Background: an optimization exercise with open tools, aiming at small area and a short achievable clock period. Do not read the settings as production practice.
Function was checked by simulation only, so behaviour that the tests miss may differ from the original.
Power is estimated from default activity; no workload was simulated.

===== flow/standard.sh =====
#!/bin/bash
# synth_recipe.tcl (not shown) runs the flow's synth.tcl, then flattens the netlist and writes it again
# the make line also repeats each setting of config.mk as NAME=value (left out here)
make -C /OpenROAD-flow-scripts/flow DESIGN_CONFIG=/design/flow/config.mk WORK_HOME=/design/flow/orfs CLKGATE_MAP_FILE= SYNTH_SCRIPT=/design/flow/synth_recipe.tcl "${@:-finish}"

===== flow/design.v =====
module PGM#(
    parameter    PLATFORM = "xilinx"
)(
input			clk,
input			rst_n,
input           cnt_rst,
input           lau_update_finish,
input     [47:0] timestamp,
input            in_pgm_addr_shift,
input            in_pgm_slot_shift, 
input	         in_pgm_test_start,       
input            test_stop, 
input     [11:0] in_pgm_pkt_1_len,
input     [11:0] in_pgm_pkt_2_len,
input     [11:0] in_pgm_pkt_3_len,
input     [11:0] in_pgm_pkt_4_len,
input     [11:0] in_pgm_pkt_5_len,
input     [11:0] in_pgm_pkt_6_len,
input     [11:0] in_pgm_pkt_7_len,
input     [11:0] in_pgm_pkt_8_len,
input	  [15:0] in_pgm_tb_1_size, 
input     [15:0] in_pgm_tb_1_rate,
input	  [15:0] in_pgm_tb_2_size, 
input     [15:0] in_pgm_tb_2_rate,
input	  [15:0] in_pgm_tb_3_size, 
input     [15:0] in_pgm_tb_3_rate,
input	  [15:0] in_pgm_tb_4_size, 
input     [15:0] in_pgm_tb_4_rate,
input	  [15:0] in_pgm_tb_5_size, 
input     [15:0] in_pgm_tb_5_rate,
input	  [15:0] in_pgm_tb_6_size, 
input     [15:0] in_pgm_tb_6_rate,
input	  [15:0] in_pgm_tb_7_size, 
input     [15:0] in_pgm_tb_7_rate,
input	  [15:0] in_pgm_tb_8_size, 
input     [15:0] in_pgm_tb_8_rate,
input            gcl_ram_rd,
input     [3:0]  slot_shift_cnt, 
input     [8:0]  slot_ID,
output     [31:0] out_pgm_pkt_1_cnt,
output     [31:0] out_pgm_pkt_2_cnt,
output     [31:0] out_pgm_pkt_3_cnt,
output     [31:0] out_pgm_pkt_4_cnt,
output     [31:0] out_pgm_pkt_5_cnt,
output     [31:0] out_pgm_pkt_6_cnt,
output     [31:0] out_pgm_pkt_7_cnt,
output     [31:0] out_pgm_pkt_8_cnt,
input     [7:0]  in_pgm_fifo_usedw, 
output           out_pgm_gcl_rd,   
output    [4:0]  out_pgm_gcl_addr,    
input	  [127:0]in_pgm_gc,         
output	         out_pgm_pkt_hdr_rd,
output	  [5:0]  out_pgm_pkt_hdr_addr,
input	  [127:0]in_pgm_pkt_hdr,
output	   [133:0]out_pgm_data,
output	          out_pgm_data_wr,
output	          out_pgm_data_valid,
output	          out_pgm_data_valid_wr
);
localparam S_R    = 4'd0,    
           S_UDO  = 4'd1,    
           S_PRIO = 4'd2,    
           S_SEL  = 4'd3,    
           S_P1   = 4'd4,    
           S_P2   = 4'd5,
           S_P3   = 4'd6,
           S_P4   = 4'd7,    
           S_P5   = 4'd8,    
           S_P6   = 4'd9,    
           S_P7   = 4'd10,   
           S_P8   = 4'd11,   
           S_P9   = 4'd12,   
           S_AS   = 4'd13,   
           S_EXT  = 4'd14,   
           S_E    = 4'd15;   
wire [11:0] len [0:7];
wire [15:0] tbs [0:7];
wire [15:0] tbr [0:7];
assign len[0] = in_pgm_pkt_1_len; assign tbs[0] = in_pgm_tb_1_size; assign tbr[0] = in_pgm_tb_1_rate;
assign len[1] = in_pgm_pkt_2_len; assign tbs[1] = in_pgm_tb_2_size; assign tbr[1] = in_pgm_tb_2_rate;
assign len[2] = in_pgm_pkt_3_len; assign tbs[2] = in_pgm_tb_3_size; assign tbr[2] = in_pgm_tb_3_rate;
assign len[3] = in_pgm_pkt_4_len; assign tbs[3] = in_pgm_tb_4_size; assign tbr[3] = in_pgm_tb_4_rate;
assign len[4] = in_pgm_pkt_5_len; assign tbs[4] = in_pgm_tb_5_size; assign tbr[4] = in_pgm_tb_5_rate;
assign len[5] = in_pgm_pkt_6_len; assign tbs[5] = in_pgm_tb_6_size; assign tbr[5] = in_pgm_tb_6_rate;
assign len[6] = in_pgm_pkt_7_len; assign tbs[6] = in_pgm_tb_7_size; assign tbr[6] = in_pgm_tb_7_rate;
assign len[7] = in_pgm_pkt_8_len; assign tbs[7] = in_pgm_tb_8_size; assign tbr[7] = in_pgm_tb_8_rate;
reg  [3:0]  st;
reg  [2:0]  idx;         
reg         gv;          
reg  [2:0]  gidx;        
reg  [11:0] L;           
reg         Z;           
reg  [7:0]  R8;          
reg  [3:0]  N;           
reg  [127:0] hA, hB, hC;   
reg  [127:0] D;          
reg  [31:0] cnt [0:7];
wire [11:0] SLe  = Z ? 12'd0 : L;
wire        last = (R8 == 8'd0) || (R8 == 8'd1 && N == 4'd0);
wire [31:0] seq  = cnt[idx];
wire [31:0] inc  = seq + 32'd1;
function [16:0] ks16;
    input [15:0] a, b;
    input        cin;
    reg   [15:0] g, p, G, P;
    integer i, d;
    begin
        g = a & b;
        p = a ^ b;
        G = g;
        P = p;
        G[0] = g[0] | (p[0] & cin);
        for (d = 1; d < 16; d = d * 2)
            for (i = 15; i >= d; i = i - 1) begin
                G[i] = G[i] | (P[i] & G[i-d]);
                P[i] = P[i] & P[i-d];
            end
        ks16 = {G[15], p ^ {G[14:0], cin}};
    end
endfunction
reg  [3:0] nst;
always @(*) begin
    case (st)
        S_R:    nst = S_UDO;
        S_UDO:  nst = (in_pgm_fifo_usedw <= 8'd5) ? S_PRIO : S_UDO;
        S_PRIO: nst = gv ? S_SEL : S_PRIO;
        S_P9, S_AS, S_EXT:
                nst = last ? S_E : (st == S_EXT ? S_EXT : st + 4'd1);
        S_E:    nst = S_UDO;
        default: nst = st + 4'd1;
    endcase
end
reg       o133, o132, vld, hrd;
reg [3:0] nib;
reg [5:0] haddr;
always @(posedge clk or negedge rst_n) begin
    if (!rst_n) begin
        st <= S_R;
        o133 <= 1'b0; o132 <= 1'b0; vld <= 1'b0; nib <= 4'd0;
        hrd <= 1'b0; haddr <= 6'd0;
    end
    else begin
        st   <= nst;
        o133 <= nst[3] && nst != S_P5;
        o132 <= nst[3] && nst != S_E;
        vld  <= (nst == S_E);
        nib  <= (nst == S_E) ? 4'd0 - N : 4'd0;
        hrd  <= (st == S_SEL) || (st[3:2] == 2'b01);
        haddr <= (st == S_SEL) ? {in_pgm_addr_shift, idx, 2'b00} :
                 (st[3:2] == 2'b01) ? haddr + 6'd1 : 6'd0;
    end
end
always @(posedge clk) begin
    if (st == S_PRIO && gv) idx <= gidx;
    if (st == S_SEL) L <= len[idx];
    if (st == S_P4) begin
        R8 <= SLe[11:4];
        N  <= SLe[3:0];
    end
    else if (st == S_P6 || st == S_P7 || st == S_P8 ||
             ((st == S_P9 || st == S_AS || st == S_EXT) && !last))
        R8 <= R8 - 8'd1;
    hA <= in_pgm_pkt_hdr;
    hB <= hA;
    hC <= hB;
end
always @(posedge clk or negedge rst_n) begin
    if (!rst_n) Z <= 1'b1;
    else if (cnt_rst) Z <= 1'b1;
    else if (st == S_SEL) Z <= 1'b0;
end
genvar gk;
generate for (gk = 0; gk < 8; gk = gk + 1) begin : g_cnt
    always @(posedge clk or negedge rst_n) begin
        if (!rst_n) cnt[gk] <= 32'd0;
        else if (cnt_rst) cnt[gk] <= 32'd0;
        else if (st == S_SEL && idx == gk) cnt[gk] <= inc;
    end
end endgenerate
assign out_pgm_pkt_1_cnt = cnt[0];
assign out_pgm_pkt_2_cnt = cnt[1];
assign out_pgm_pkt_3_cnt = cnt[2];
assign out_pgm_pkt_4_cnt = cnt[3];
assign out_pgm_pkt_5_cnt = cnt[4];
assign out_pgm_pkt_6_cnt = cnt[5];
assign out_pgm_pkt_7_cnt = cnt[6];
assign out_pgm_pkt_8_cnt = cnt[7];
always @(posedge clk or negedge rst_n) begin
    if (!rst_n) D <= 128'd0;
    else case (st)
        S_P4:  D <= {20'd0, SLe + 12'd32, 96'd0};
        S_P6, S_P7, S_P8: D <= hC;
        S_P9:  D <= {hC[127:48], timestamp};
        S_AS:  D <= {seq, 76'd0, slot_shift_cnt, 7'b0, slot_ID};
        default: D <= 128'd0;
    endcase
end
assign out_pgm_data[127:0]   = D;
assign out_pgm_data[133]     = o133;
assign out_pgm_data[132]     = o132;
assign out_pgm_data[131:128] = nib;
assign out_pgm_data_wr       = st[3];
assign out_pgm_data_valid    = vld;
assign out_pgm_data_valid_wr = vld;
assign out_pgm_pkt_hdr_rd    = hrd;
assign out_pgm_pkt_hdr_addr  = haddr;
localparam G_INIT = 3'b000, G_IDLE = 3'b001, G_W1 = 3'b100, G_W2 = 3'b101, G_RD = 3'b110;
reg [2:0] gst;
reg [4:0] gaddr;
always @(posedge clk or negedge rst_n) begin
    if (!rst_n) begin
        gst <= G_INIT;
        gaddr <= 5'd0;
    end
    else case (gst)
        G_INIT: if (lau_update_finish) gst <= G_W1;
        G_IDLE: if (test_stop) begin gst <= G_INIT; gaddr <= 5'd0; end
                else if (gcl_ram_rd) gst <= G_W1;
        G_W1:   gst <= G_W2;
        G_W2:   gst <= G_RD;
        G_RD:   begin gst <= G_IDLE; gaddr <= gaddr + 5'd1; end
        default: gst <= gst;
    endcase
end
assign out_pgm_gcl_rd   = gst[2];
assign out_pgm_gcl_addr = gaddr;
wire [7:0] req;
wire [7:0] gbyte = in_pgm_gc[slot_shift_cnt*8 +: 8];
wire [7:0] gval  = gbyte & req;
always @(posedge clk) begin
    gv <= in_pgm_test_start && (gval != 8'd0);
    casez (gval)
        8'b???????1: gidx <= 3'd0;
        8'b??????10: gidx <= 3'd1;
        8'b?????100: gidx <= 3'd2;
        8'b????1000: gidx <= 3'd3;
        8'b???10000: gidx <= 3'd4;
        8'b??100000: gidx <= 3'd5;
        8'b?1000000: gidx <= 3'd6;
        default:     gidx <= 3'd7;
    endcase
end
reg upd;      
reg slave;    
always @(posedge clk or negedge rst_n) begin
    if (!rst_n) begin
        upd <= 1'b0;
        slave <= 1'b0;
    end
    else if (!upd) upd <= lau_update_finish;
    else if (test_stop) upd <= 1'b0;
    else slave <= in_pgm_slot_shift;
end
wire        shift = slave ^ in_pgm_slot_shift;
reg  [7:0]  sel1;        
reg  [15:0] nct;         
always @(posedge clk) begin
    if (st == S_PRIO && gv) sel1 <= 8'd1 << gidx;
    if (st == S_SEL) nct <= 16'd0 - {4'd0, len[idx] + 12'd4};
end
wire        ct_on = (st == S_P1);
wire [15:0] rt_all [0:7];
reg  [15:0] rt_sel;
integer si;
always @(*) begin
    rt_sel = 16'd0;
    for (si = 0; si < 8; si = si + 1)
        rt_sel = rt_sel | (rt_all[si] & {16{sel1[si]}});
end
wire [16:0] rt_dbk = ks16(rt_sel, nct, 1'b0);
wire [15:0] rt_deb = rt_dbk[15:0];
genvar gi;
generate for (gi = 0; gi < 8; gi = gi + 1) begin : g_tb
    reg  [15:0] RT;
    reg  [11:0] pl;
    assign rt_all[gi] = RT;
    wire [15:0] t1 = (ct_on && sel1[gi]) ? rt_deb : RT;
    wire [16:0] u  = ks16(t1, tbr[gi], 1'b0);
    wire [15:0] ps = tbs[gi] ^ ~t1 ^ ~tbr[gi];
    wire [15:0] pc = (tbs[gi] & ~t1) | (tbs[gi] & ~tbr[gi]) | (~t1 & ~tbr[gi]);
    wire [15:0] y  = {pc[14:0], 1'b1};
    wire [16:0] yk = ks16(y, ps, 1'b1);    
    wire        c  = yk[16];
    wire        le = u[16] ? (pc[15] | c) : (pc[15] & c);
    reg  [15:0] alt;
    always @(*) begin
        if (!upd)           alt = lau_update_finish ? tbr[gi] : 16'd0;
        else if (test_stop) alt = 16'd0;
        else if (shift)     alt = tbs[gi];
        else                alt = t1;
    end
    wire [15:0] rn = (upd && !test_stop && shift && le) ? u[15:0] : alt;
    always @(posedge clk) begin
        RT <= rn;
        pl <= len[gi] + 12'd4;
    end
    assign req[gi] = RT >= {4'd0, pl};
end endgenerate
endmodule

===== flow/constraint.sdc =====
create_clock -name core_clock -period 18.0 [get_ports {clk}]
set_input_delay 3.6000 -clock core_clock [delete_from_list [all_inputs] [get_ports {clk}]]
set_output_delay 3.6000 -clock core_clock [all_outputs]
set_load 0.01 [all_outputs]

===== flow/config.mk =====
export PLATFORM = sky130hd
export DESIGN_NAME = PGM
export DESIGN_NICKNAME = PGM
export VERILOG_FILES = /design/flow/design.v
export SDC_FILE = /design/flow/constraint.sdc
export NUM_CORES = 4
export LEC_CHECK = 0
export CAP_MARGIN = 20
export CORE_AREA = 5 5 315 315
export DIE_AREA = 0 0 320 320
export SLEW_MARGIN = 20

===== flow/flow/margin.txt =====
12.7

===== flow/flow/run.sh =====
#!/bin/bash
set -euo pipefail
HERE=$(cd "$(dirname "$0")" && pwd)
MARGIN=$(cat "$HERE/margin.txt")
KNOBS=(BUFFER_PORTS_ARGS="-buffer_cell sky130_fd_sc_hd__buf_1" SETUP_SLACK_MARGIN=$MARGIN)
if [[ -f "$HERE/knobs.txt" ]]; then
  while read -r kv; do [[ -n "$kv" ]] && KNOBS+=("$kv"); done < "$HERE/knobs.txt"
fi
bash standard.sh "${KNOBS[@]}" synth > synth.log 2>&1
bash standard.sh "${KNOBS[@]}" floorplan > floorplan.log 2>&1
bash standard.sh "${KNOBS[@]}" place > place.log 2>&1
bash standard.sh "${KNOBS[@]}" cts > cts.log 2>&1
bash standard.sh "${KNOBS[@]}" route > route.log 2>&1
bash standard.sh "${KNOBS[@]}" finish > finish.log 2>&1

==> flow_results.xml, run 1 <==
<?xml version="1.0" encoding="UTF-8"?>
<metrics>
  <group name="placement">
    <metric name="post-place-cells" unit="">7880</metric>
    <metric name="globalplace.congestion" unit="">1.11</metric>
    <metric name="place.detailed.hpwl" unit="um">214000</metric>
    <metric name="portBuffers" unit="">1090</metric>
  </group>
  <group name="run">
    <metric name="cap_violations" unit="">0</metric>
  </group>
  <group name="sta">
    <metric name="rsz0062_at_grt" unit="">yes</metric>
    <metric name="drv_slew" unit="">0</metric>
    <metric name="slew_headroom" unit="">0.201</metric>
    <metric name="achievable-frequency" unit="MHz">173</metric>
    <metric name="min_period_over_period" unit="">0.321</metric>
    <metric name="setup-tns-final" unit="ns">0</metric>
    <metric name="worst-slew-pin-transition" unit="ns">1.19</metric>
    <metric name="hold_viol_final" unit="">0</metric>
    <metric name="final_period_minus_worst_setup_slack" unit="ns">5.78</metric>
    <metric name="setup_viol" unit="">0</metric>
    <metric name="clock_skew" unit="ns">0.0411</metric>
  </group>
  <group name="floorplanning">
    <metric name="start_util" unit="">0.601</metric>
    <metric name="std_cell_rows" unit="">113</metric>
    <metric name="floorplan.die.width" unit="um">320</metric>
    <metric name="die_area" unit="sq um">102000</metric>
    <metric name="die_h" unit="um">320</metric>
    <metric name="fp.coreArea" unit="sq um">95200</metric>
    <metric name="design.portCount" unit="">1092</metric>
  </group>
  <group name="synthesis">
    <metric name="yosysSeqAreaShare" unit="">0.420</metric>
    <metric name="total_number_of_yosys_warnings" unit="">2</metric>
    <metric name="synth_cells" unit="">5701</metric>
    <metric name="synth.avg_cell_area" unit="sq um">10.0</metric>
    <metric name="postSynthRegisterBits" unit="">1072</metric>
    <metric name="ys_types" unit="">115</metric>
    <metric name="number_of_enable_flip_flop_cells_after_synthesis" unit="">47</metric>
    <metric name="async_reset_ff_frac" unit="">0.385</metric>
    <metric name="postSynthNetCount" unit="">6922</metric>
    <metric name="netlist_area" unit="sq um">57200</metric>
    <metric name="postSynth.topFlopCell" unit="">dfxtp_1</metric>
  </group>
  <group name="clock_network">
    <metric name="cts.hold.buffers_added" unit="">0</metric>
    <metric name="cts_root_buf" unit="">clkbuf_16</metric>
    <metric name="cts_num_sinks" unit="">1072</metric>
    <metric name="tritoncts_clock_tree" unit="">yes</metric>
    <metric name="cts_max_level" unit="">3</metric>
    <metric name="register_clock_pin_slew_on_the_reported_worst_setup_and_hold_paths" unit="ns">0.06</metric>
    <metric name="worstSkewPairLatency" unit="ns">0.74</metric>
    <metric name="cts.path.max_buffers" unit="">3</metric>
    <metric name="cts_bufs_inserted" unit="">109</metric>
  </group>
  <group name="min_path">
    <metric name="worst_hold_path_type" unit="">flop to flop</metric>
    <metric name="worst_hold_path.num_cells" unit="">0</metric>
    <metric name="holdPathEnd" unit="">hB[104]</metric>
    <metric name="worst_min_path_start" unit="">hA[104]</metric>
  </group>
  <group name="layout">
    <metric name="area_growth" unit="%">24.3</metric>
    <metric name="drive_gt1_frac" unit="">0.155</metric>
    <metric name="most_common_cell_after_layout_fill_and_taps_aside" unit="">buf_1</metric>
    <metric name="finalNetCount" unit="">8128</metric>
    <metric name="layout.cells.most_common_list" unit="">buf_1, dfxtp_1, inv_1</metric>
    <metric name="number_of_standard_cells_in_the_layout_taps_in_and_fillers_out" unit="">8378</metric>
  </group>
  <group name="critical_path">
    <metric name="path_max_fanout" unit="">6</metric>
    <metric name="worst_setup_path_end_kind" unit="">flop</metric>
    <metric name="regToRegSetupSlack" unit="ns">12.31</metric>
    <metric name="cp.arrival" unit="ns">6.40</metric>
    <metric name="crit-reg2reg-launch" unit="">g_tb[1].RT[0]</metric>
    <metric name="rr_endpoint" unit="">g_tb[4].RT[14]</metric>
    <metric name="critical_path_class" unit="">input pin to flop</metric>
    <metric name="critical_path_required" unit="ns">18.62</metric>
    <metric name="rr_worst_depth" unit="">24</metric>
    <metric name="worstSetupStartpointType" unit="">input pin</metric>
  </group>
  <group name="global_routing">
    <metric name="largest_net_degree_at_the_start_of_global_routing" unit="">115</metric>
    <metric name="grt_first_pass_wirelength" unit="um">379000</metric>
    <metric name="grt_pass1_vias" unit="">51400</metric>
    <metric name="grtUsageTotal" unit="">0.516</metric>
    <metric name="grt_overflow" unit="">0</metric>
    <metric name="grt_antenna_before_repair" unit="">147</metric>
  </group>
  <group name="drt">
    <metric name="drt-vias-per-instance" unit="">6.54</metric>
    <metric name="firstDrtPassIters" unit="">10</metric>
    <metric name="antenna_left" unit="">0</metric>
    <metric name="dr.first_iter.drc_count" unit="">9086</metric>
    <metric name="vias" unit="">54800</metric>
    <metric name="drcViolationCount" unit="">0</metric>
    <metric name="wl_per_cell" unit="um">33.2</metric>
    <metric name="detail_route.wirelength" unit="um">278000</metric>
  </group>
  <group name="power">
    <metric name="worst_ir_drop_vdd" unit="mV">0.139</metric>
    <metric name="power.density_cell_area" unit="nW/um^2">144</metric>
    <metric name="overall_power" unit="mW">10.2</metric>
    <metric name="leakage_power_summed_over_all_cells" unit="nW">30.5</metric>
  </group>
  <group name="outcome">
    <metric name="run_status" unit="">complete, no violations</metric>
  </group>
</metrics>
[synthesized netlist by cell type, types with 47 or more instances]
library cell | number | area (sq um)
a211oi_1 | 190 | 1430
a21o_1 | 73 | 548
a21oi_1 | 212 | 1060
a222oi_1 | 135 | 1350
a22o_1 | 52 | 455
a22oi_1 | 90 | 676
and2_1 | 61 | 382
clkbuf_1 | 193 | 724
dfrtp_1 | 412 | 10300
dfxtp_1 | 612 | 12300
edfxtp_1 | 47 | 1410
fa_1 | 81 | 1620
ha_1 | 454 | 5680
inv_1 | 483 | 1810
mux2i_1 | 163 | 1630
mux4_2 | 51 | 1150
nand2_1 | 322 | 1210
nand2b_1 | 59 | 369
nand3_1 | 96 | 480
nand3b_1 | 60 | 450
nand4_1 | 47 | 294
nor2_1 | 434 | 1630
nor3_1 | 73 | 365
o21a_1 | 52 | 390
o21ai_0 | 267 | 1340
xnor2_1 | 218 | 1910
xor2_1 | 107 | 937
[flip-flops by register name, indices dropped and copies added (netlist names), 3 cells and up]
name and count:
sel1 8, R8 8, nib 4, idx 3, hB 128, gst 3, D 128, cnt 256
g_tb.pl 96, haddr 6, g_tb.RT 128, gidx 3, gaddr 5, st 4, hA 128, nct 13
L 11, hC 128, N 4
[worst max path at each step]
stage / start / depth (start not counted) / end
after global routing: in_pgm_tb_7_rate[7] / 15 / g_tb[6].RT[3]
after floorplan: in_pgm_tb_2_rate[3] / 11 / g_tb[1].RT[10]
after CTS: in_pgm_tb_2_size[3] / 14 / g_tb[1].RT[3]
after detailed placement: in_pgm_pkt_7_len[2] / 14 / nct[11]
after global placement: in_pgm_pkt_7_len[2] / 14 / nct[11]
final: in_pgm_tb_7_rate[7] / 13 / g_tb[6].RT[15]
[metrics by stage]
step	setup WS (ns)	instance area, sq um	hold slack (ns)	util
after floorplan	11.79	57700	0.310	-
after global placement	10.91	62900	0.310	0.661
after detailed placement	10.84	62900	0.312	0.661
after CTS	12.26	69400	0.310	0.729
after global routing	12.18	70900	0.317	0.745
final	12.22	71100	0.319	0.747
[critical path, cell delays in order]
cell and delay, ns:
buf_8 0.10, fa_1 0.58, inv_2 0.06, ha_4 0.23, and4_1 0.16, o211ai_1 0.12
o221ai_1 0.18, o21ai_1 0.24, a31oi_1 0.16, o221a_4 0.29, o21ai_4 0.38, o311a_1 0.24
a31oi_1 0.04
[layout make-up]
type / count / area [sq um]
diodes: 109 / 273
clock buffers: 150 / 3260
multi-input cells: 3882 / 32300
flip-flops and latches: 1072 / 24000
fillers: 6616 / 24100
well taps: 1265 / 1580
inverters: 486 / 1850
repair buffers: 1356 / 7180
clock inverters: 58 / 613
[power breakdown]
group | internal, mW | switching, mW | total, mW
Sequential | 2.69 | 0.308 | 2.99
Combinational | 1.86 | 2.97 | 4.83
Clock | 1.35 | 1.07 | 2.42
[kinds of logic after synthesis]
| family | share of synthesized area |
|---|---|
| muxes | 0.0564 |
| xor gates and xnor gates | 0.0526 |
| and+or+nand+nor | 0.115 |
| AOI/OAI and AO/OA | 0.174 |
| DFF | 0.420 |
| buffers and inverters | 0.0527 |
| adders and majority gates | 0.130 |
[metal layers]
layer  vias up  track usage  part of all wire
li1      23000            -                 -
met1     26300        0.599              0.33
met2      4208        0.709              0.39
met3      1208        0.304              0.18
met4        74        0.360             0.093
met5         -       0.0167            0.0027
[what timing repair did]
item / CTS / global route
cloned: 8 / 0
pin swaps: 132 / 131
endpoints found under the setup margin: 296 / 332
setup buffers: 117 / 56
resized for setup: 375 / 275
==> run 2: changes to the inputs <==
==> flow/flow/margin.txt (replaced) <==
12.2
==> flow_results.xml, run 2 <==
<?xml version="1.0" encoding="UTF-8"?>
<metrics>
  <group name="synthesis">
    <metric name="postSynthNetCount" unit="">6922</metric>
    <metric name="postSynth.topFlopCell" unit="">dfxtp_1</metric>
    <metric name="postSynthRegisterBits" unit="">1072</metric>
    <metric name="yosys.area.top_type" unit="">dfxtp_1</metric>
    <metric name="yosysSeqAreaShare" unit="">0.420</metric>
    <metric name="synth_cells" unit="">5701</metric>
    <metric name="number_of_enable_flip_flop_cells_after_synthesis" unit="">47</metric>
    <metric name="dominant_cell_by_count_in_the_synthesized_netlist" unit="">dfxtp_1</metric>
    <metric name="netlist_area" unit="sq um">57200</metric>
    <metric name="total_number_of_yosys_warnings" unit="">2</metric>
    <metric name="async_reset_ff_frac" unit="">0.385</metric>
    <metric name="yosysTopAreaCellShare" unit="">0.214</metric>
    <metric name="ys_types" unit="">115</metric>
    <metric name="synth.avg_cell_area" unit="sq um">10.0</metric>
    <metric name="netlist_top_cells_area" unit="">dfxtp_1, dfrtp_1, ha_1</metric>
    <metric name="synth_commonest_cells" unit="">dfxtp_1, inv_1, ha_1</metric>
  </group>
  <group name="clock_network">
    <metric name="cts.path.max_buffers" unit="">3</metric>
    <metric name="cts_bufs_inserted" unit="">106</metric>
    <metric name="cts_num_sinks" unit="">1072</metric>
    <metric name="tritoncts_clock_tree" unit="">yes</metric>
    <metric name="cts_root_buf" unit="">clkbuf_16</metric>
    <metric name="worstSkewPairLatency" unit="ns">0.75</metric>
    <metric name="cts.hold.buffers_added" unit="">0</metric>
    <metric name="register_clock_pin_slew_on_the_reported_worst_setup_and_hold_paths" unit="ns">0.06</metric>
    <metric name="cts_max_level" unit="">3</metric>
  </group>
  <group name="sta">
    <metric name="setup-tns-final" unit="ns">0</metric>
    <metric name="slew_headroom" unit="">0.169</metric>
    <metric name="hold_viol_final" unit="">0</metric>
    <metric name="worst-slew-pin-transition" unit="ns">1.24</metric>
    <metric name="min_period_over_period" unit="">0.326</metric>
    <metric name="clock_skew" unit="ns">0.0365</metric>
    <metric name="achievable-frequency" unit="MHz">170</metric>
    <metric name="drv_slew" unit="">0</metric>
    <metric name="finalWorstSetupSlack" unit="ns">12.13</metric>
    <metric name="rsz0062_at_grt" unit="">yes</metric>
    <metric name="setup_viol" unit="">0</metric>
    <metric name="final_period_minus_worst_setup_slack" unit="ns">5.88</metric>
  </group>
  <group name="drt">
    <metric name="antenna_left" unit="">0</metric>
    <metric name="firstDrtPassIters" unit="">7</metric>
    <metric name="wl_per_cell" unit="um">31.0</metric>
    <metric name="dr.first_iter.drc_count" unit="">8014</metric>
    <metric name="drcViolationCount" unit="">0</metric>
    <metric name="vias" unit="">53100</metric>
    <metric name="detail_route.wirelength" unit="um">257000</metric>
    <metric name="drt-vias-per-instance" unit="">6.41</metric>
  </group>
  <group name="critical_path">
    <metric name="regToRegSetupSlack" unit="ns">12.15</metric>
    <metric name="cp.arrival" unit="ns">6.45</metric>
    <metric name="path_max_fanout" unit="">5</metric>
    <metric name="crit-reg2reg-launch" unit="">sel1[7]</metric>
    <metric name="critical_path_class" unit="">input pin to flop</metric>
    <metric name="rr_endpoint" unit="">g_tb[1].RT[14]</metric>
    <metric name="rr_worst_depth" unit="">22</metric>
    <metric name="worstSetupStartpointType" unit="">input pin</metric>
    <metric name="critical_path_required" unit="ns">18.57</metric>
    <metric name="worst_setup_path_end_kind" unit="">flop</metric>
  </group>
  <group name="layout">
    <metric name="area_growth" unit="%">21.0</metric>
    <metric name="finalNetCount" unit="">8053</metric>
    <metric name="largest_register" unit="">cnt</metric>
    <metric name="largest_reg_flops" unit="">256</metric>
    <metric name="most_common_cell_after_layout_fill_and_taps_aside" unit="">buf_1</metric>
    <metric name="drive_gt1_frac" unit="">0.119</metric>
    <metric name="layout.cells.most_common_list" unit="">buf_1, dfxtp_1, inv_1</metric>
    <metric name="finish.instance_area" unit="sq um">69200</metric>
    <metric name="final_core_utilization" unit="">0.727</metric>
  </group>
  <group name="global_routing">
    <metric name="grtUsageTotal" unit="">0.475</metric>
    <metric name="grt_overflow" unit="">0</metric>
    <metric name="grt_first_pass_wirelength" unit="um">354000</metric>
    <metric name="grt_antenna_before_repair" unit="">116</metric>
    <metric name="grt_pass1_vias" unit="">49600</metric>
    <metric name="largest_net_degree_at_the_start_of_global_routing" unit="">178</metric>
  </group>
  <group name="min_path">
    <metric name="worst_hold_path.num_cells" unit="">0</metric>
    <metric name="holdPathEnd" unit="">hC[16]</metric>
    <metric name="worst_min_path_start" unit="">hB[16]</metric>
    <metric name="worst_hold_path_type" unit="">flop to flop</metric>
  </group>
  <group name="floorplanning">
    <metric name="design.portCount" unit="">1092</metric>
    <metric name="std_cell_rows" unit="">113</metric>
    <metric name="fp.coreArea" unit="sq um">95200</metric>
    <metric name="start_util" unit="">0.601</metric>
    <metric name="die_h" unit="um">320</metric>
    <metric name="die_area" unit="sq um">102000</metric>
    <metric name="floorplan.die.width" unit="um">320</metric>
  </group>
  <group name="placement">
    <metric name="place_worst_setup_slack" unit="ns">10.74</metric>
    <metric name="globalplace.congestion" unit="">1.06</metric>
    <metric name="place_area" unit="sq um">62800</metric>
    <metric name="place.detailed.hpwl" unit="um">198000</metric>
    <metric name="portBuffers" unit="">1090</metric>
  </group>
  <group name="run">
    <metric name="cap_violations" unit="">0</metric>
  </group>
  <group name="power">
    <metric name="leakage_power_summed_over_all_cells" unit="nW">29.6</metric>
    <metric name="power.density_cell_area" unit="nW/um^2">148</metric>
    <metric name="worst_ir_drop_vdd" unit="mV">0.121</metric>
    <metric name="overall_power" unit="mW">10.2</metric>
  </group>
  <group name="outcome">
    <metric name="run_status" unit="">complete, no violations</metric>
  </group>
</metrics>
## run 2: cell families after synthesis
family	share of synthesized area
DFF	0.420
muxes	0.0564
AOI/OAI and AO/OA	0.174
and+or+nand+nor	0.115
xor gates and xnor gates	0.0526
buffers and inverters	0.0527
adders and majority gates	0.130
## run 2: per-stage QoR
step / instances / hold WS [ns]
floorplan: 5701 / 0.310
global placement: 7868 / 0.310
detailed placement: 7869 / 0.312
CTS: 8145 / 0.323
global route: 8235 / 0.322
finish: 8285 / 0.320
## run 2: worst max-delay path, cell delays in order
cell,delay [ns]
buf_1,0.14
mux2i_1,0.54
o22ai_1,0.19
o32ai_2,0.57
a21oi_1,0.08
a311o_1,0.42
a211oi_4,0.31
nand2_1,0.12
mux2_4,0.32
a22oi_2,0.14
## run 2: repair_timing
item,4_1_cts,5_1_grt
gates resized for setup,75,257
setup buffers,70,40
pin swaps,33,92
endpoints found under the setup margin,210,343
gates cloned,4,4
## run 2: how the worst max path moves through the flow
stage | start | end | slack, ns | cells after the start
after detailed placement | in_pgm_tb_2_rate[4] | g_tb[1].RT[14] | 10.74 | 11
final | in_pgm_pkt_8_len[8] | nct[11] | 12.13 | 10
after global routing | sel1[4] | g_tb[5].RT[12] | 12.04 | 24
after floorplan | in_pgm_tb_2_rate[3] | g_tb[1].RT[10] | 11.79 | 11
after global placement | sel1[7] | g_tb[1].RT[14] | 10.70 | 25
after CTS | in_pgm_tb_2_rate[0] | g_tb[1].RT[14] | 12.15 | 14
## run 2: routing by layer
metal / routed length (um) / up-vias / GRT usage
li1: - / 22700 / -
met1: 91800 / 25500 / 0.601
met2: 106000 / 3839 / 0.678
met3: 36900 / 976 / 0.187
met4: 21400 / 50 / 0.307
met5: 352 / - / 0
## run 2: final cells by class
| cell class | instances | area, sq um |
|---|---|---|
| Fill cell | 7110 | 25900 |
| Tap cell | 1265 | 1580 |
| Antenna cell | 94 | 235 |
| Clock buffer | 147 | 3020 |
| Clock inverter | 55 | 688 |
| Multi-Input combinational cell | 3883 | 31800 |
| Inverter | 486 | 1830 |
| Timing Repair Buffer | 1283 | 6060 |
| Sequential cell | 1072 | 24000 |
## run 2: power by group
group	leakage [nW]	internal, mW	switching [mW]	total (mW)
combinational	16.5	1.88	2.99	4.87
clock	1.82	1.32	1.03	2.35
sequential	11.3	2.69	0.305	2.99
==> run 3: changes to the inputs <==
==> flow/flow/margin.txt (replaced) <==
12.7
--- a/flow/config.mk
+++ b/flow/config.mk
@@ -7,5 +7,7 @@
 export LEC_CHECK = 0
 export CAP_MARGIN = 20
 export CORE_AREA = 5 5 315 315
+export CTS_CLUSTER_DIAMETER = 60
+export CTS_CLUSTER_SIZE = 24
 export DIE_AREA = 0 0 320 320
 export SLEW_MARGIN = 20
==> flow_results.xml, run 3 <==
<?xml version="1.0" encoding="UTF-8"?>
<metrics>
  <group name="drt">
    <metric name="antenna_left" unit="">0</metric>
    <metric name="drt-vias-per-instance" unit="">6.51</metric>
    <metric name="vias" unit="">54400</metric>
    <metric name="wl_per_cell" unit="um">33.1</metric>
    <metric name="drcViolationCount" unit="">0</metric>
    <metric name="detail_route.wirelength" unit="um">277000</metric>
    <metric name="firstDrtPassIters" unit="">11</metric>
    <metric name="dr.first_iter.drc_count" unit="">8521</metric>
  </group>
  <group name="synthesis">
    <metric name="synth_area_in_adders" unit="">0.130</metric>
    <metric name="synth-compound-area-share" unit="">0.174</metric>
    <metric name="yosysTopAreaCellShare" unit="">0.214</metric>
    <metric name="yosysSeqAreaShare" unit="">0.420</metric>
    <metric name="number_of_enable_flip_flop_cells_after_synthesis" unit="">47</metric>
    <metric name="postSynth.topFlopCell" unit="">dfxtp_1</metric>
    <metric name="postSynthNetCount" unit="">6922</metric>
    <metric name="dominant_cell_by_count_in_the_synthesized_netlist" unit="">dfxtp_1</metric>
    <metric name="post_synth_mux_area_share" unit="">0.0564</metric>
    <metric name="ys_types" unit="">115</metric>
    <metric name="netlist_area" unit="sq um">57200</metric>
    <metric name="synth_xor_area_frac" unit="">0.0526</metric>
    <metric name="synth_top_family_by_area" unit="">compound AO/OA/AOI/OAI gates</metric>
    <metric name="yosys.area.top_type" unit="">dfxtp_1</metric>
    <metric name="synth_commonest_cells" unit="">dfxtp_1, inv_1, ha_1</metric>
    <metric name="synth.avg_cell_area" unit="sq um">10.0</metric>
    <metric name="total_number_of_yosys_warnings" unit="">2</metric>
    <metric name="postSynthRegisterBits" unit="">1072</metric>
    <metric name="yosys.area_share.simple" unit="">0.115</metric>
    <metric name="synth_cells" unit="">5701</metric>
    <metric name="netlist_top_cells_area" unit="">dfxtp_1, dfrtp_1, ha_1</metric>
    <metric name="async_reset_ff_frac" unit="">0.385</metric>
  </group>
  <group name="layout">
    <metric name="drive_gt1_frac" unit="">0.155</metric>
    <metric name="n_fill_cell" unit="">6735</metric>
    <metric name="layout.cells.most_common_list" unit="">buf_1, dfxtp_1, inv_1</metric>
    <metric name="area_growth" unit="%">23.6</metric>
    <metric name="largest_reg_flops" unit="">256</metric>
    <metric name="finish.instance_area" unit="sq um">70700</metric>
    <metric name="largest_register" unit="">cnt</metric>
    <metric name="most_common_cell_after_layout_fill_and_taps_aside" unit="">buf_1</metric>
    <metric name="finalNetCount" unit="">8118</metric>
  </group>
  <group name="power">
    <metric name="power.switching" unit="mW">4.40</metric>
    <metric name="netSwitchingFraction" unit="">0.439</metric>
    <metric name="leakage_power_summed_over_all_cells" unit="nW">30.2</metric>
    <metric name="internal_power" unit="mW">5.62</metric>
    <metric name="power.density_cell_area" unit="nW/um^2">142</metric>
    <metric name="power_frac_seq" unit="">0.298</metric>
    <metric name="p_clk_frac" unit="">0.213</metric>
    <metric name="comb_pwr_share" unit="">0.489</metric>
    <metric name="worst_ir_drop_vdd" unit="mV">0.128</metric>
  </group>
  <group name="floorplanning">
    <metric name="fp.coreArea" unit="sq um">95200</metric>
    <metric name="start_util" unit="">0.601</metric>
    <metric name="die_h" unit="um">320</metric>
    <metric name="die_area" unit="sq um">102000</metric>
    <metric name="floorplan.die.width" unit="um">320</metric>
    <metric name="design.portCount" unit="">1092</metric>
    <metric name="std_cell_rows" unit="">113</metric>
  </group>
  <group name="clock_network">
    <metric name="cts.hold.buffers_added" unit="">0</metric>
    <metric name="cts_root_buf" unit="">clkbuf_16</metric>
    <metric name="cts_max_level" unit="">3</metric>
    <metric name="cts.path.max_buffers" unit="">3</metric>
    <metric name="cts_num_sinks" unit="">1072</metric>
    <metric name="cts_bufs_inserted" unit="">88</metric>
    <metric name="tritoncts_clock_tree" unit="">yes</metric>
    <metric name="worstSkewPairLatency" unit="ns">0.75</metric>
    <metric name="register_clock_pin_slew_on_the_reported_worst_setup_and_hold_paths" unit="ns">0.09</metric>
  </group>
  <group name="global_routing">
    <metric name="grt_antenna_before_repair" unit="">153</metric>
    <metric name="grt_pass1_vias" unit="">50900</metric>
    <metric name="largest_net_degree_at_the_start_of_global_routing" unit="">115</metric>
    <metric name="grtUsageTotal" unit="">0.513</metric>
    <metric name="grt_first_pass_wirelength" unit="um">376000</metric>
    <metric name="grt_overflow" unit="">0</metric>
  </group>
  <group name="run">
    <metric name="cap_violations" unit="">0</metric>
  </group>
  <group name="sta">
    <metric name="min_period_over_period" unit="">0.324</metric>
    <metric name="setup-tns-final" unit="ns">0</metric>
    <metric name="hold_viol_final" unit="">0</metric>
    <metric name="rsz0062_at_grt" unit="">yes</metric>
    <metric name="worst-slew-pin-transition" unit="ns">1.22</metric>
    <metric name="slew_headroom" unit="">0.188</metric>
    <metric name="clock_skew" unit="ns">0.0658</metric>
    <metric name="setup_viol" unit="">0</metric>
    <metric name="drv_slew" unit="">0</metric>
    <metric name="final_period_minus_worst_setup_slack" unit="ns">5.83</metric>
    <metric name="achievable-frequency" unit="MHz">172</metric>
  </group>
  <group name="placement">
    <metric name="globalplace.congestion" unit="">1.11</metric>
    <metric name="place.detailed.hpwl" unit="um">214000</metric>
    <metric name="place_area" unit="sq um">62900</metric>
    <metric name="portBuffers" unit="">1090</metric>
  </group>
  <group name="critical_path">
    <metric name="critical_path_required" unit="ns">18.56</metric>
    <metric name="worstSetupStartpointType" unit="">flop</metric>
    <metric name="critical_path_class" unit="">flop to flop</metric>
    <metric name="worst_setup_path_end_kind" unit="">flop</metric>
    <metric name="cp.arrival" unit="ns">6.38</metric>
    <metric name="path_max_fanout" unit="">6</metric>
  </group>
  <group name="outcome">
    <metric name="run_status" unit="">complete, no violations</metric>
  </group>
  <group name="min_path">
    <metric name="worst_hold_path_type" unit="">flop to flop</metric>
  </group>
</metrics>
[run 3: repair_timing]
item,CTS,global route
endpoints found under the setup margin,296,338
buffers inserted,136,50
pin swaps,119,123
gates cloned,6,0
resized for setup,420,281
[run 3: area by class of cell]
class | instances | area [sq um] | area share
sequential | 1072 | 24000 | 0.339
inverter | 486 | 1850 | 0.0261
tap | 1265 | 1580 | 0.0224
clock inverter | 57 | 816 | 0.0115
multi-input combinational | 3881 | 32400 | 0.459
antenna | 119 | 298 | 0.00421
clock buffer | 109 | 2370 | 0.0336
timing repair buffer | 1368 | 7340 | 0.104
[run 3: through the flow]
step	util	total power, mW	hold slack, ns	setup WS [ns]	cells
after floorplan	-	5.38	0.310	11.79	5701
after global placement	0.661	6.82	0.310	10.91	7880
after detailed placement	0.661	6.92	0.312	10.84	7880
after CTS	0.724	9.47	0.327	12.21	8188
after global routing	0.741	10.4	0.332	12.06	8290
final	0.743	10.0	0.323	12.17	8357
[run 3: per-layer routing]
layer | GRT usage | share of wire | up-vias
li1 | - | - | 22900
met1 | 0.594 | 0.33 | 26100
met2 | 0.694 | 0.39 | 4051
met3 | 0.312 | 0.19 | 1207
met4 | 0.372 | 0.097 | 70
met5 | 0 | 0.0017 | -
[run 3: power groups by stage]
stage | sequential (mW) | clock, mW | combinational [mW]
floorplan | 2.89 | 0 | 2.49
global placement | 3.01 | 0 | 3.82
detailed placement | 3.01 | 0 | 3.90
CTS | 2.96 | 2.12 | 4.39
global route | 2.99 | 2.23 | 5.14
finish | 2.99 | 2.13 | 4.90
[run 3: critical path, stage by stage (launching register included)]
cell and delay, ns:
edfxtp_1 0.44, buf_6 0.17, buf_6 0.11, a22oi_2 0.19, nand4_1 0.14, ha_2 0.22, inv_2 0.06, fa_2 0.22
xor2_2 0.80, buf_4 0.32, o21ai_0 0.20, inv_1 0.22, ha_4 0.23, nor2b_2 0.15, o31a_1 0.31, o41ai_4 0.31
o21ai_2 0.15, or4b_4 0.52, a31oi_4 0.15, maj3_2 0.23, nor2_4 0.05, buf_12 0.15, buf_12 0.14, mux2i_1 0.13
[run 3: logic make-up (layout without fill, tap and decap cells)]
family,after synthesis,in the layout
AOI/OAI and AO/OA,1403,1404
and+or+nand+nor,1342,1342
DFF,1072,1072
buffers and inverters,749,2020
adders and majority gates,547,547
xor gates and xnor gates,335,335
muxes,253,253
other,0,119
[run 3: worst paths after layout]
check | start | slack [ns] | depth (start not counted) | to
setup / recovery | sel1[2] | 12.17 | 23 | g_tb[0].RT[8]
hold / removal | hB[67] | 0.32 | 0 | hC[67]
setup reg to reg | sel1[2] | 12.17 | 23 | g_tb[0].RT[8]
hold reg to reg | hB[67] | 0.32 | 0 | hC[67]
max in group asynchronous | rst_n | 13.05 | 4 | cnt[6][15]
min in group asynchronous | rst_n | 2.96 | 1 | D[89]
==> run 4: changes to the inputs <==
--- a/flow/design.v
+++ b/flow/design.v
@@ -118,6 +118,23 @@
         ks16 = {G[15], p ^ {G[14:0], cin}};
     end
 endfunction
+function kc16;
+    input [15:0] a, b;
+    input        cin;
+    reg   [15:0] G, T;
+    integer i, d;
+    begin
+        G = a & b;
+        T = a | b;
+        G[0] = G[0] | (T[0] & cin);
+        for (d = 1; d < 16; d = d * 2)
+            for (i = 15; i >= d; i = i - 1) begin
+                G[i] = G[i] | (T[i] & G[i-d]);
+                T[i] = T[i] & T[i-d];
+            end
+        kc16 = G[15];
+    end
+endfunction
 reg  [3:0] nst;
 always @(*) begin
     case (st)
@@ -267,8 +284,7 @@
     for (si = 0; si < 8; si = si + 1)
         rt_sel = rt_sel | (rt_all[si] & {16{sel1[si]}});
 end
-wire [16:0] rt_dbk = ks16(rt_sel, nct, 1'b0);
-wire [15:0] rt_deb = rt_dbk[15:0];
+wire [15:0] rt_deb = rt_sel + nct;
 genvar gi;
 generate for (gi = 0; gi < 8; gi = gi + 1) begin : g_tb
     reg  [15:0] RT;
@@ -294,6 +310,6 @@
         RT <= rn;
         pl <= len[gi] + 12'd4;
     end
-    assign req[gi] = RT >= {4'd0, pl};
+    assign req[gi] = kc16(RT, ~{4'd0, pl}, 1'b1);    
 end endgenerate
 endmodule
--- a/flow/config.mk
+++ b/flow/config.mk
@@ -7,7 +7,5 @@
 export LEC_CHECK = 0
 export CAP_MARGIN = 20
 export CORE_AREA = 5 5 315 315
-export CTS_CLUSTER_DIAMETER = 60
-export CTS_CLUSTER_SIZE = 24
 export DIE_AREA = 0 0 320 320
 export SLEW_MARGIN = 20
==> flow_results.xml, run 4 <==
<?xml version="1.0" encoding="UTF-8"?>
<metrics>
  <group name="sta">
    <metric name="setup-tns-final" unit="ns">0</metric>
    <metric name="rsz0062_at_grt" unit="">yes</metric>
    <metric name="achievable-frequency" unit="MHz">172</metric>
    <metric name="fin_hold_ws" unit="ns">0.318</metric>
    <metric name="drv_slew" unit="">0</metric>
    <metric name="finalWorstSetupSlack" unit="ns">12.17</metric>
    <metric name="final_period_minus_worst_setup_slack" unit="ns">5.83</metric>
    <metric name="hold_viol_final" unit="">0</metric>
    <metric name="min_period_over_period" unit="">0.324</metric>
    <metric name="clock_skew" unit="ns">0.0429</metric>
    <metric name="setup_viol" unit="">0</metric>
    <metric name="worst-slew-pin-transition" unit="ns">1.26</metric>
    <metric name="slew_headroom" unit="">0.150</metric>
  </group>
  <group name="critical_path">
    <metric name="cp_slowest_cell" unit="">edfxtp_1</metric>
    <metric name="critical_path.max_stage_delay" unit="ns">0.56</metric>
    <metric name="worst_setup_path_end_kind" unit="">flop</metric>
    <metric name="worstSetupStartpointType" unit="">flop</metric>
    <metric name="critical_path.cell_chain" unit="">buf_6 -&gt; a22oi_2 -&gt; nand4_1 -&gt; ha_4 -&gt; o211ai_1 -&gt; a21oi_4 -&gt; nor4_4 -&gt; o31a_1 -&gt; buf_4 -&gt; o311a_4 -&gt; buf_12 -&gt; o21ai_2 -&gt; nand2_1 -&gt; a21o_1 -&gt; ha_1 -&gt; o21ai_0 -&gt; o21bai_1 -&gt; a21o_1 -&gt; a221o_1 -&gt; maj3_2 -&gt; and2_4 -&gt; buf_12 -&gt; mux2i_1</metric>
    <metric name="critical_path_class" unit="">flop to flop</metric>
    <metric name="cp.arrival" unit="ns">6.46</metric>
    <metric name="path_max_fanout" unit="">9</metric>
    <metric name="critical_path_required" unit="ns">18.63</metric>
    <metric name="path_buf_inv" unit="">4</metric>
    <metric name="cpLargestDelayFamily" unit="">compound AO/OA/AOI/OAI gates</metric>
  </group>
  <group name="layout">
    <metric name="largest_reg_flops" unit="">256</metric>
    <metric name="finalNetCount" unit="">8011</metric>
    <metric name="drive_gt1_frac" unit="">0.156</metric>
    <metric name="area_growth" unit="%">24.9</metric>
    <metric name="multi_input_comb_area" unit="sq um">31600</metric>
    <metric name="finish.instance_area" unit="sq um">70300</metric>
    <metric name="seq_area" unit="sq um">24000</metric>
    <metric name="most_common_cell_after_layout_fill_and_taps_aside" unit="">buf_1</metric>
    <metric name="n_fill_cell" unit="">6531</metric>
    <metric name="largest_register" unit="">cnt</metric>
    <metric name="layout.cells.most_common_list" unit="">buf_1, dfxtp_1, nor2_1</metric>
  </group>
  <group name="clock_network">
    <metric name="cts_root_buf" unit="">clkbuf_16</metric>
    <metric name="cts_num_sinks" unit="">1072</metric>
    <metric name="tritoncts_clock_tree" unit="">yes</metric>
    <metric name="cts.hold.buffers_added" unit="">0</metric>
    <metric name="cts_bufs_inserted" unit="">108</metric>
    <metric name="worstSkewPairLatency" unit="ns">0.73</metric>
    <metric name="register_clock_pin_slew_on_the_reported_worst_setup_and_hold_paths" unit="ns">0.07</metric>
    <metric name="cts.path.max_buffers" unit="">3</metric>
    <metric name="cts_max_level" unit="">3</metric>
  </group>
  <group name="synthesis">
    <metric name="synth_xor_area_frac" unit="">0.0519</metric>
    <metric name="yosysTopAreaCellShare" unit="">0.218</metric>
    <metric name="number_of_enable_flip_flop_cells_after_synthesis" unit="">47</metric>
    <metric name="synth.avg_cell_area" unit="sq um">9.92</metric>
    <metric name="yosys.area_share.simple" unit="">0.128</metric>
    <metric name="synth_area_in_adders" unit="">0.115</metric>
    <metric name="postSynth.topFlopCell" unit="">dfxtp_1</metric>
    <metric name="synth-compound-area-share" unit="">0.171</metric>
    <metric name="async_reset_ff_frac" unit="">0.385</metric>
    <metric name="yosysSeqAreaShare" unit="">0.426</metric>
    <metric name="synth_cells" unit="">5675</metric>
    <metric name="synth_commonest_cells" unit="">dfxtp_1, nor2_1, inv_1</metric>
    <metric name="yosys.area.top_type" unit="">dfxtp_1</metric>
    <metric name="netlist_area" unit="sq um">56300</metric>
    <metric name="dominant_cell_by_count_in_the_synthesized_netlist" unit="">dfxtp_1</metric>
    <metric name="total_number_of_yosys_warnings" unit="">2</metric>
    <metric name="synth_top_family_by_area" unit="">compound AO/OA/AOI/OAI gates</metric>
    <metric name="post_synth_mux_area_share" unit="">0.0558</metric>
    <metric name="postSynthRegisterBits" unit="">1072</metric>
    <metric name="ys_types" unit="">107</metric>
    <metric name="postSynthNetCount" unit="">6800</metric>
    <metric name="netlist_top_cells_area" unit="">dfxtp_1, dfrtp_1, ha_1</metric>
  </group>
  <group name="min_path">
    <metric name="worst_hold_path_type" unit="">flop to flop</metric>
  </group>
  <group name="power">
    <metric name="power_frac_seq" unit="">0.356</metric>
    <metric name="netSwitchingFraction" unit="">0.359</metric>
    <metric name="internal_power" unit="mW">4.94</metric>
    <metric name="comb_pwr_share" unit="">0.327</metric>
    <metric name="power.switching" unit="mW">2.77</metric>
    <metric name="leakage_power_summed_over_all_cells" unit="nW">29.7</metric>
    <metric name="worst_ir_drop_vdd" unit="mV">0.110</metric>
    <metric name="p_clk_frac" unit="">0.317</metric>
    <metric name="power.density_cell_area" unit="nW/um^2">110</metric>
  </group>
  <group name="drt">
    <metric name="dr.first_iter.drc_count" unit="">10100</metric>
    <metric name="vias" unit="">55900</metric>
    <metric name="antenna_left" unit="">0</metric>
    <metric name="drt-vias-per-instance" unit="">6.69</metric>
    <metric name="firstDrtPassIters" unit="">13</metric>
    <metric name="drcViolationCount" unit="">0</metric>
    <metric name="wl_per_cell" unit="um">34.3</metric>
    <metric name="detail_route.wirelength" unit="um">286000</metric>
  </group>
  <group name="placement">
    <metric name="place.detailed.hpwl" unit="um">213000</metric>
    <metric name="place_area" unit="sq um">61800</metric>
    <metric name="place_worst_setup_slack" unit="ns">10.94</metric>
    <metric name="portBuffers" unit="">1090</metric>
    <metric name="globalplace.congestion" unit="">1.06</metric>
  </group>
  <group name="floorplanning">
    <metric name="std_cell_rows" unit="">113</metric>
    <metric name="floorplan.die.width" unit="um">320</metric>
    <metric name="start_util" unit="">0.591</metric>
    <metric name="design.portCount" unit="">1092</metric>
    <metric name="die_area" unit="sq um">102000</metric>
    <metric name="die_h" unit="um">320</metric>
    <metric name="fp.coreArea" unit="sq um">95200</metric>
  </group>
  <group name="run">
    <metric name="cap_violations" unit="">0</metric>
  </group>
  <group name="global_routing">
    <metric name="largest_net_degree_at_the_start_of_global_routing" unit="">114</metric>
    <metric name="grt_antenna_before_repair" unit="">136</metric>
    <metric name="grt_pass1_vias" unit="">52600</metric>
    <metric name="grtUsageTotal" unit="">0.528</metric>
    <metric name="grt_overflow" unit="">0</metric>
    <metric name="grt_first_pass_wirelength" unit="um">389000</metric>
  </group>
  <group name="outcome">
    <metric name="run_status" unit="">complete, no violations</metric>
  </group>
</metrics>
-- run 4: changes by cell type after synthesis, moves of 13 or more --
| cell | previous run | this run |
|---|---|---|
| ha_1 | 454 | 358 |
| inv_1 | 483 | 423 |
| a211oi_1 | 190 | 146 |
| nand2_1 | 322 | 365 |
| nor3_1 | 73 | 112 |
| nor2_1 | 434 | 467 |
| nor2b_1 | 42 | 69 |
| maj3_1 | 12 | 38 |
| o21ai_0 | 267 | 250 |
| a21oi_1 | 212 | 196 |
| o21a_1 | 52 | 37 |
| a31oi_1 | 29 | 15 |
| clkbuf_1 | 193 | 180 |
-- run 4: per-layer routing --
metal,vias to the layer above,global-route usage,wire (um)
li1,22900,-,-
met1,26900,0.618,92100
met2,4729,0.740,115000
met3,1344,0.285,51900
met4,58,0.364,26500
met5,-,0,338
-- run 4: metrics by stage --
stage	cells	power, mW	util
2_1_floorplan	5675	3.95	-
3_3_place_gp	7823	4.68	0.650
3_5_place_dp	7823	4.73	0.650
4_1_cts	8209	7.42	0.727
5_1_grt	8291	7.93	0.737
6_report	8345	7.71	0.739
-- run 4: cell type report --
class / instances / share of cell area
Sequential cell: 1072 / 0.341
Tap cell: 1265 / 0.0225
Clock buffer: 139 / 0.0433
Timing Repair Buffer: 1370 / 0.104
Antenna cell: 99 / 0.00352
Inverter: 426 / 0.0233
Clock inverter: 66 / 0.0114
Multi-Input combinational cell: 3908 / 0.450
-- run 4: worst paths after layout --
kind / from / end / slack, ns / depth (start not counted)
worst max-delay path: sel1[5] / g_tb[0].RT[14] / 12.17 / 23
worst min-delay path: hB[34] / hC[34] / 0.32 / 0
worst max register to register: sel1[5] / g_tb[0].RT[14] / 12.17 / 23
worst min register to register: hB[34] / hC[34] / 0.32 / 0
max in group asynchronous: rst_n / cnt[3][24] / 12.96 / 4
min in group asynchronous: rst_n / D[74] / 2.84 / 1
-- run 4: cell families after synthesis --
group / after synthesis
fa+ha+maj: 478
buf+inv: 698
xor+xnor: 332
mux: 252
flops: 1072
compound gates: 1357
simple gates: 1486
-- run 4: power groups by stage --
stage	clock, mW	sequential, mW	combinational, mW
after CTS	2.43	2.72	2.26
after global routing	2.54	2.74	2.65
after floorplan	0	2.66	1.29
final	2.45	2.74	2.52
after detailed placement	0	2.77	1.96
after global placement	0	2.76	1.92
-- run 4: repair_timing --
action	CTS	global route
gates resized for setup	488	148
cloned	10	2
endpoints found under the setup margin	429	340
pin swaps	150	72
setup buffers	171	34
-- run 4: worst reg2reg max path: stages, from the launching register on --
cell	delay, ns
edfxtp_1	0.56
buf_6	0.21
a22oi_2	0.24
nand4_1	0.26
ha_4	0.38
o211ai_1	0.12
a21oi_4	0.18
nor4_4	0.06
o31a_1	0.34
buf_4	0.17
o311a_4	0.32
buf_12	0.16
o21ai_2	0.33
nand2_1	0.11
a21o_1	0.22
ha_1	0.32
o21ai_0	0.13
o21bai_1	0.15
a21o_1	0.20
a221o_1	0.38
maj3_2	0.34
and2_4	0.22
buf_12	0.15
mux2i_1	0.19
==> run 5: changes to the inputs <==
==> flow/flow/margin.txt (replaced) <==
12.5
--- a/flow/config.mk
+++ b/flow/config.mk
@@ -5,7 +5,7 @@
 export SDC_FILE = /design/flow/constraint.sdc
 export NUM_CORES = 4
 export LEC_CHECK = 0
-export CAP_MARGIN = 20
+export CAP_MARGIN = 30
 export CORE_AREA = 5 5 315 315
 export DIE_AREA = 0 0 320 320
 export SLEW_MARGIN = 20
==> flow_results.xml, run 5 <==
<?xml version="1.0" encoding="UTF-8"?>
<metrics>
  <group name="clock_network">
    <metric name="cts_num_sinks" unit="">1072</metric>
    <metric name="cts_max_level" unit="">3</metric>
    <metric name="tritoncts_clock_tree" unit="">yes</metric>
    <metric name="worstSkewPairLatency" unit="ns">0.74</metric>
    <metric name="cts_root_buf" unit="">clkbuf_16</metric>
    <metric name="cts.path.max_buffers" unit="">3</metric>
    <metric name="register_clock_pin_slew_on_the_reported_worst_setup_and_hold_paths" unit="ns">0.07</metric>
    <metric name="cts_bufs_inserted" unit="">108</metric>
  </group>
  <group name="sta">
    <metric name="fin_hold_ws" unit="ns">0.318</metric>
    <metric name="drv_slew" unit="">0</metric>
    <metric name="setup_viol" unit="">0</metric>
    <metric name="achievable-frequency" unit="MHz">172</metric>
    <metric name="setup-tns-final" unit="ns">0</metric>
    <metric name="final_period_minus_worst_setup_slack" unit="ns">5.80</metric>
    <metric name="slew_headroom" unit="">0.298</metric>
    <metric name="hold_viol_final" unit="">0</metric>
    <metric name="clock_skew" unit="ns">0.0579</metric>
    <metric name="worst-slew-pin-transition" unit="ns">1.05</metric>
    <metric name="min_period_over_period" unit="">0.322</metric>
    <metric name="rsz0062_at_grt" unit="">yes</metric>
  </group>
  <group name="drt">
    <metric name="detail_route.wirelength" unit="um">278000</metric>
    <metric name="vias" unit="">54700</metric>
    <metric name="antenna_left" unit="">0</metric>
    <metric name="drcViolationCount" unit="">0</metric>
    <metric name="dr.first_iter.drc_count" unit="">9203</metric>
    <metric name="wl_per_cell" unit="um">33.5</metric>
    <metric name="drt-vias-per-instance" unit="">6.58</metric>
    <metric name="firstDrtPassIters" unit="">14</metric>
  </group>
  <group name="synthesis">
    <metric name="ys_types" unit="">107</metric>
    <metric name="yosysTopAreaCellShare" unit="">0.218</metric>
    <metric name="yosysSeqAreaShare" unit="">0.426</metric>
    <metric name="total_number_of_yosys_warnings" unit="">2</metric>
    <metric name="postSynthRegisterBits" unit="">1072</metric>
    <metric name="yosys.area.top_type" unit="">dfxtp_1</metric>
    <metric name="dominant_cell_by_count_in_the_synthesized_netlist" unit="">dfxtp_1</metric>
    <metric name="postSynthNetCount" unit="">6800</metric>
    <metric name="async_reset_ff_frac" unit="">0.385</metric>
    <metric name="synth_commonest_cells" unit="">dfxtp_1, nor2_1, inv_1</metric>
    <metric name="number_of_enable_flip_flop_cells_after_synthesis" unit="">47</metric>
    <metric name="postSynth.topFlopCell" unit="">dfxtp_1</metric>
    <metric name="synth.avg_cell_area" unit="sq um">9.92</metric>
    <metric name="synth_cells" unit="">5675</metric>
    <metric name="netlist_top_cells_area" unit="">dfxtp_1, dfrtp_1, ha_1</metric>
    <metric name="netlist_area" unit="sq um">56300</metric>
  </group>
  <group name="critical_path">
    <metric name="critical_path.max_stage_delay" unit="ns">0.38</metric>
    <metric name="critical_path_required" unit="ns">18.60</metric>
    <metric name="critical_path.cell_chain" unit="">buf_8 -&gt; ha_4 -&gt; inv_2 -&gt; fa_2 -&gt; nor2b_4 -&gt; o31a_1 -&gt; o211ai_1 -&gt; o31a_1 -&gt; o2bb2ai_2 -&gt; o21a_1 -&gt; maj3_2 -&gt; nor2_4 -&gt; buf_6 -&gt; buf_12 -&gt; mux2i_1</metric>
    <metric name="path_buf_inv" unit="">4</metric>
    <metric name="worstSetupStartpointType" unit="">input pin</metric>
    <metric name="critical_path.most_common_cell" unit="">o31a_1</metric>
    <metric name="worst_setup_path_end_kind" unit="">flop</metric>
    <metric name="critical_path.startpoint" unit="">in_pgm_tb_4_rate[0]</metric>
    <metric name="critical_path_class" unit="">input pin to flop</metric>
    <metric name="cp.arrival" unit="ns">6.40</metric>
    <metric name="cp_slowest_cell" unit="">o31a_1</metric>
    <metric name="cpLargestDelayFamily" unit="">compound AO/OA/AOI/OAI gates</metric>
    <metric name="crit-reg2reg-launch" unit="">sel1[3]</metric>
    <metric name="path_max_fanout" unit="">5</metric>
  </group>
  <group name="floorplanning">
    <metric name="die_h" unit="um">320</metric>
    <metric name="floorplan.die.width" unit="um">320</metric>
    <metric name="fp.coreArea" unit="sq um">95200</metric>
    <metric name="die_area" unit="sq um">102000</metric>
    <metric name="std_cell_rows" unit="">113</metric>
    <metric name="design.portCount" unit="">1092</metric>
    <metric name="start_util" unit="">0.591</metric>
  </group>
  <group name="global_routing">
    <metric name="grt_antenna_before_repair" unit="">138</metric>
    <metric name="largest_net_degree_at_the_start_of_global_routing" unit="">112</metric>
    <metric name="grtUsageTotal" unit="">0.516</metric>
    <metric name="gr-max-usage-layer" unit="">met2</metric>
    <metric name="grt_use_met1" unit="">0.617</metric>
    <metric name="global_route.usage.met2" unit="">0.710</metric>
    <metric name="grt_first_pass_wirelength" unit="um">380000</metric>
    <metric name="grt_overflow" unit="">0</metric>
    <metric name="grt_pass1_vias" unit="">51300</metric>
    <metric name="gr-usage-met3" unit="">0.266</metric>
  </group>
  <group name="layout">
    <metric name="layout.cells.most_common_list" unit="">buf_1, dfxtp_1, nor2_1</metric>
    <metric name="largest_reg_flops" unit="">256</metric>
    <metric name="drive_gt1_frac" unit="">0.136</metric>
    <metric name="largest_register" unit="">cnt</metric>
    <metric name="area_growth" unit="%">23.2</metric>
    <metric name="most_common_cell_after_layout_fill_and_taps_aside" unit="">buf_1</metric>
    <metric name="finalNetCount" unit="">7977</metric>
    <metric name="finish.instance_area" unit="sq um">69300</metric>
  </group>
  <group name="power">
    <metric name="power.density_cell_area" unit="nW/um^2">109</metric>
    <metric name="worst_ir_drop_vdd" unit="mV">0.105</metric>
    <metric name="leakage_power_summed_over_all_cells" unit="nW">29.3</metric>
  </group>
  <group name="placement">
    <metric name="globalplace.congestion" unit="">1.07</metric>
    <metric name="portBuffers" unit="">1090</metric>
    <metric name="place.detailed.hpwl" unit="um">213000</metric>
    <metric name="place_area" unit="sq um">62000</metric>
  </group>
  <group name="run">
    <metric name="cap_violations" unit="">0</metric>
  </group>
  <group name="min_path">
    <metric name="worst_min_path_start" unit="">hB[107]</metric>
    <metric name="worst_hold_path_type" unit="">flop to flop</metric>
  </group>
  <group name="outcome">
    <metric name="run_status" unit="">complete, no violations</metric>
  </group>
</metrics>
-- run 5: changes by cell type in the layout (fill, tap and decap cells not counted), moves of 12 or more --
cell	before	now
buf_4	210	181
buf_2	58	36
clkbuf_8	10	22
buf_6	59	44
inv_1	383	395
buf_1	961	1003
-- run 5: routing by layer --
metal | part of all wire | wire length (um)
met2 | 0.40 | 111000
met5 | 0.0015 | 418
met1 | 0.33 | 92300
met3 | 0.17 | 48600
met4 | 0.093 | 25800
-- run 5: area by class of cell --
cell class / count / area, sq um
diodes: 100 / 250
fillers: 6761 / 25800
clock inverters: 48 / 558
inverters: 426 / 1630
well taps: 1265 / 1580
multi-input cells: 3906 / 31200
clock buffers: 157 / 3260
repair buffers: 1338 / 6830
flip-flops and latches: 1072 / 24000
-- run 5: worst reg2reg max path: stages (launching register included) --
cell and delay, ns:
edfxtp_1 0.52, buf_6 0.20, buf_6 0.13, a22oi_2 0.13, nand4_1 0.25, ha_1 0.39, a21o_1 0.23, nor2_1 0.27
xor2_4 0.49, buf_4 0.30, o21ai_0 0.18, inv_1 0.14, fa_1 0.42, ha_1 0.31, nand4_1 0.14, a21oi_2 0.15
o221ai_2 0.12, o21ai_2 0.21, a221oi_2 0.09, maj3_2 0.35, nor2_4 0.18, buf_6 0.13, buf_12 0.11, mux2i_1 0.24
-- run 5: path summary, 6_finish.rpt --
path,endpoint,slack (ns),cells past startpoint
max,g_tb[3].RT[9],12.20,15
max in group asynchronous,cnt[3][3],12.82,6
max reg2reg,g_tb[3].RT[9],12.22,23
min reg2reg,hC[107],0.32,0
min in group asynchronous,D[65],2.86,1
min,hC[107],0.32,0
-- run 5: where the power goes --
group / total (mW) / switching, mW / internal [mW]
Clock: 2.41 / 1.06 / 1.36
Sequential: 2.74 / 0.200 / 2.54
Combinational: 2.39 / 1.42 / 0.967
Total: 7.55 / 2.68 / 4.87
-- run 5: metrics by stage --
stage / instances / power (mW) / util / setup slack [ns]
3_5_place_dp: 7843 / 4.74 / 0.652 / 10.48
3_3_place_gp: 7830 / 4.69 / 0.650 / 10.46
6_report: 8312 / 7.55 / 0.729 / 12.20
2_1_floorplan: 5675 / 3.95 / - / 11.79
5_1_grt: 8252 / 7.77 / 0.727 / 12.14
4_1_cts: 8165 / 7.31 / 0.715 / 12.30
-- run 5: kinds of logic (layout without fill, tap and decap cells) --
kind of cell               after synthesis  in the layout  synth area share
adders and majority gates              478            478             0.115
AOI/OAI and AO/OA                     1357           1357             0.171
and+or+nand+nor                       1486           1487             0.128
other                                    0            100                 0
DFF                                   1072           1072             0.426
muxes                                  252            252            0.0558
buffers and inverters                  698           1969            0.0516
xor gates and xnor gates               332            332            0.0519
-- run 5: repair_timing --
item                       CTS  global route
setup endpoints to repair  384           297
resized for setup          297           181
pin swaps                  115            80
cloned                       5             2
hold buffers                 0             0
buffers inserted           112            42

==> port drivers added, routing unchanged <==
The flow's constraints put no driver on any port. The routed layouts listed below were extracted and timed again, unchanged, in two steps.
Step 1 (the two cells are an assumption about what drives the block):
set clk [get_ports {clk}]
set_driving_cell -lib_cell sky130_fd_sc_hd__clkbuf_16 $clk
set_driving_cell -lib_cell sky130_fd_sc_hd__buf_2 [delete_from_list [all_inputs] $clk]
Step 2 times the ports against the registers' clock, not the clock port: input delays grow and output delays shrink by t, the midpoint of the rising clock arrivals with the driver on.
a / b / c = no drivers / after step 1 / after step 2; a / b = the first two.
| run | shift t [ns] | slack for setup (ns) | worst register clock-pin slew, ns |
|---|---|---|---|
| run 1 | 0.809 | 12.220 / 12.155 / 11.346 | 0.07 / 0.07 |
| run 2 | 0.795 | 12.125 / 12.126 / 11.331 | 0.07 / 0.07 |
| run 3 | 0.796 | 12.173 / 12.131 / 11.335 | 0.09 / 0.09 |
| run 4 | 0.803 | 12.169 / 12.169 / 11.434 | 0.07 / 0.07 |
| run 5 | 0.789 | 12.201 / 12.202 / 11.413 | 0.07 / 0.07 |
After both steps every run listed still meets setup and hold. The setup slack of run 1, which loses most, moves by -0.065 ns with the drivers and by -0.874 ns with both steps.
